Source: an optimization exercise on an open RTL-to-GDS flow (aim: small area and a short achievable clock period). Production flows keep margins and buffers that such runs may drop.
At most, simulation tests tie the RTL to the original design; equivalence was not proved.
Power is estimated from default activity; no workload was simulated.

==> flow/design.v <==
module konya(DIN, Resetn, Clock, Run, Done, BusWires);
	input [15:0] DIN;
	input Resetn, Clock, Run;
	output Done;
	output [15:0] BusWires;
	reg [1:0] Tstep;
	reg L, b0;             
	reg [2:0] W, Y;        
	reg dsel;              
	reg Done;
	reg [15:0] R [0:7];
	reg [15:0] A;
	reg [15:0] BR;         
	reg zf;                
	reg gnew;              
	wire t0 = (Tstep == 2'd0);
	wire t1 = (Tstep == 2'd1);
	wire t2 = (Tstep == 2'd2);
	wire [2:0] op = DIN[15:13];
	wire [2:0] x = DIN[12:10];
	wire [2:0] y = DIN[9:7];
	wire op_mvi = (op == 3'd1);
	wire op_add = (op == 3'd2) | (op == 3'd3);
	wire op_st  = (op == 3'd4) | (op == 3'd5);
	wire op_nz  = (op == 3'd6);
	wire op_long = op_add | (op == 3'd7);
	assign BusWires = dsel ? DIN : BR;
	wire zf_now = gnew ? ~|BR : zf;
	reg [1:0] Tn;
	reg dsel_n, Done_n;
	always @(*) begin
		Tn = 2'd0; dsel_n = 1'b1; Done_n = 1'b0;
		case (Tstep)
			2'd0: if (Run) begin
				Tn = 2'd1;
				Done_n = ~op_long;
				dsel_n = op_mvi | (op == 3'd7) | (op_nz & ~zf_now);
			end
			2'd1: if (L) begin
				Tn = 2'd2;
				dsel_n = 1'b0;
			end
			2'd2: begin
				Tn = 2'd3;
				dsel_n = ~b0; Done_n = b0;
			end
			2'd3: ;
		endcase
	end
	always @(posedge Clock, negedge Resetn)
		if (!Resetn) begin
			Tstep <= 2'd0; dsel <= 1'b1; Done <= 1'b0;
		end else begin
			Tstep <= Tn; dsel <= dsel_n; Done <= Done_n;
		end
	wire [2:0] ridx = t0 ? ((op_add | op_st) ? x : y) : Y;
	wire [7:0] rsel = {8{~t2}} & (8'd1 << ridx);
	wire [15:0] sum = A + BR;
	wire [15:0] gv = b0 ? sum : (A ^ BR);
	wire [15:0] BRn;
	konya_andor9 rd (.sel({t2, rsel}),
		.d({gv, R[7], R[6], R[5], R[4], R[3], R[2], R[1], R[0]}), .q(BRn));
	always @(posedge Clock) begin
		if (t0) begin
			L  <= op_long;
			b0 <= op_add;
			W  <= op_st ? y : x;
			Y  <= y;
		end
		if (Done)
			R[W] <= BusWires;
		if (t1 & L & b0)
			A <= BR;
		BR <= BRn;
		gnew <= t2;
		zf <= zf_now;
	end
endmodule
module konya_andor9(sel, d, q);
	input [8:0] sel;
	input [9*16-1:0] d;
	output [15:0] q;
	reg [15:0] q;
	integer i;
	always @(*) begin
		q = 16'd0;
		for (i = 0; i < 9; i = i + 1)
			q = q | ({16{sel[i]}} & d[16*i +: 16]);
	end
endmodule
Settings: LEC_CHECK=0, CAP_MARGIN=20, CORE_MARGIN=2, CORE_UTILIZATION=40, CTS_BUF_LIST=sky130_fd_sc_hd__clkbuf_8, CTS_CLUSTER_DIAMETER=80, CTS_CLUSTER_SIZE=30, SETUP_SLACK_MARGIN=3.3, SLEW_MARGIN=20, SYNTH_HIERARCHICAL=1, SYNTH_MINIMUM_KEEP_SIZE=0; clock period 6.0 ns.
run.sh (not shown) runs the stock make flow with config.mk's settings and CLKGATE_MAP_FILE= SYNTH_SCRIPT=/design/flow/synth_recipe.tcl, a recipe that flattens the netlist after the stock synthesis.
The starting point finished with timing, DRC and antenna clean.
Next try:
--- a/flow/design.v
+++ b/flow/design.v
@@ -6,8 +6,9 @@
 	reg [1:0] Tstep;
 	reg L, b0;             
 	reg [2:0] W, Y;        
 	reg dsel;              
+	reg dn;                
 	reg Done;
 	reg [15:0] R [0:7];
 	reg [15:0] A;
 	reg [15:0] BR;         
@@ -23,9 +24,12 @@
 	wire op_add = (op == 3'd2) | (op == 3'd3);
 	wire op_st  = (op == 3'd4) | (op == 3'd5);
 	wire op_nz  = (op == 3'd6);
 	wire op_long = op_add | (op == 3'd7);
-	assign BusWires = dsel ? DIN : BR;
+	wire [15:0] nd, nb;
+	konya_nand2 bus_d [15:0] (.a(DIN), .b({16{dsel}}), .y(nd));
+	konya_nand2 bus_b [15:0] (.a(BR), .b({16{dn}}), .y(nb));
+	konya_nand2 bus_o [15:0] (.a(nd), .b(nb), .y(BusWires));
 	wire zf_now = gnew ? ~|BR : zf;
 	reg [1:0] Tn;
 	reg dsel_n, Done_n;
 	always @(*) begin
@@ -48,16 +52,24 @@
 		endcase
 	end
 	always @(posedge Clock, negedge Resetn)
 		if (!Resetn) begin
-			Tstep <= 2'd0; dsel <= 1'b1; Done <= 1'b0;
+			Tstep <= 2'd0; dsel <= 1'b1; dn <= 1'b0; Done <= 1'b0;
 		end else begin
-			Tstep <= Tn; dsel <= dsel_n; Done <= Done_n;
+			Tstep <= Tn; dsel <= dsel_n; dn <= ~dsel_n; Done <= Done_n;
 		end
-	wire [2:0] ridx = t0 ? ((op_add | op_st) ? x : y) : Y;
-	wire [7:0] rsel = {8{~t2}} & (8'd1 << ridx);
-	wire [15:0] sum = A + BR;
-	wire [15:0] gv = b0 ? sum : (A ^ BR);
+	wire rxf = op[2] ^ op[1];
+	wire [7:0] xdec = 8'd1 << x;
+	wire [7:0] ydec = 8'd1 << y;
+	wire [7:0] Ydec = 8'd1 << Y;
+	wire [7:0] rsel = t0 ? (rxf ? xdec : ydec) : ({8{~t2}} & Ydec);
+	wire [16:0] c;
+	assign c[0] = 1'b0;
+	genvar k;
+	generate for (k = 0; k < 16; k = k + 1) begin : add
+		assign c[k+1] = (A[k] & BR[k]) | (c[k] & (A[k] ^ BR[k]));
+	end endgenerate
+	wire [15:0] gv = A ^ BR ^ (c[15:0] & {16{b0}});
 	wire [15:0] BRn;
 	konya_andor9 rd (.sel({t2, rsel}),
 		.d({gv, R[7], R[6], R[5], R[4], R[3], R[2], R[1], R[0]}), .q(BRn));
 	always @(posedge Clock) begin
@@ -79,12 +91,23 @@
 module konya_andor9(sel, d, q);
 	input [8:0] sel;
 	input [9*16-1:0] d;
 	output [15:0] q;
-	reg [15:0] q;
-	integer i;
-	always @(*) begin
-		q = 16'd0;
-		for (i = 0; i < 9; i = i + 1)
-			q = q | ({16{sel[i]}} & d[16*i +: 16]);
-	end
+	genvar b;
+	generate for (b = 0; b < 16; b = b + 1) begin : bt
+		wire [2:0] n;
+		konya_aoi222 g0 (.s(sel[2:0]), .d({d[32+b], d[16+b], d[b]}), .y(n[0]));
+		konya_aoi222 g1 (.s(sel[5:3]), .d({d[80+b], d[64+b], d[48+b]}), .y(n[1]));
+		konya_aoi222 g2 (.s(sel[8:6]), .d({d[128+b], d[112+b], d[96+b]}), .y(n[2]));
+		assign q[b] = ~&n;
+	end endgenerate
 endmodule
+module konya_aoi222(s, d, y);
+	input [2:0] s, d;
+	output y;
+	assign y = ~|(s & d);
+endmodule
+module konya_nand2(a, b, y);
+	input a, b;
+	output y;
+	assign y = ~(a & b);
+endmodule
What happened: Worst hold slack is worse by 6.6 ps. Setup slack improved by 230 ps. Maximum frequency is higher by 8.4%. Critical path depth rises by 1. Sequential cell count rises by 1. Total power falls by 5.2%. Synthesized cell count came out lower by 3.4%. Routed wire length climbs by 1.1%. Sequential power is about the same. Die area drops by 4.1%. Utilization rose by 2.2 points. Via count is higher by 3.7%.
For the second run of this note, only the layout was checked, not whether the RTL still works.

re-timing with driven ports:
In the flow no input, the clock included, has a driving cell. The finished layouts below were timed again as built, in two steps.
Step 1, drivers: a clkbuf_16 drives Clock and a buf_2 each remaining input, both assumed.
Step 2, shift: input delay + t, output delay - t, t = (earliest + latest rising clock arrival at the registers) / 2. This alone moves slack from input paths to output paths.
a / b / c = ideal / step 1 / step 2; a / b = the first two.
run	t (ns)	setup WS [ns]	worst setup path at the end	worst register clock-pin slew, ns	worst data-port slew with drivers (ns)
the first run	0.491	2.982 / 2.944 / 2.846	input to register	0.08 / 0.08	0.06
the second run	0.499	3.217 / 3.161 / 2.784	input to register	0.10 / 0.10	0.08
After both steps setup and hold are still met in every run listed. The setup slack of the second run, which loses most, moves by -0.056 ns with the drivers and by -0.433 ns with both steps.
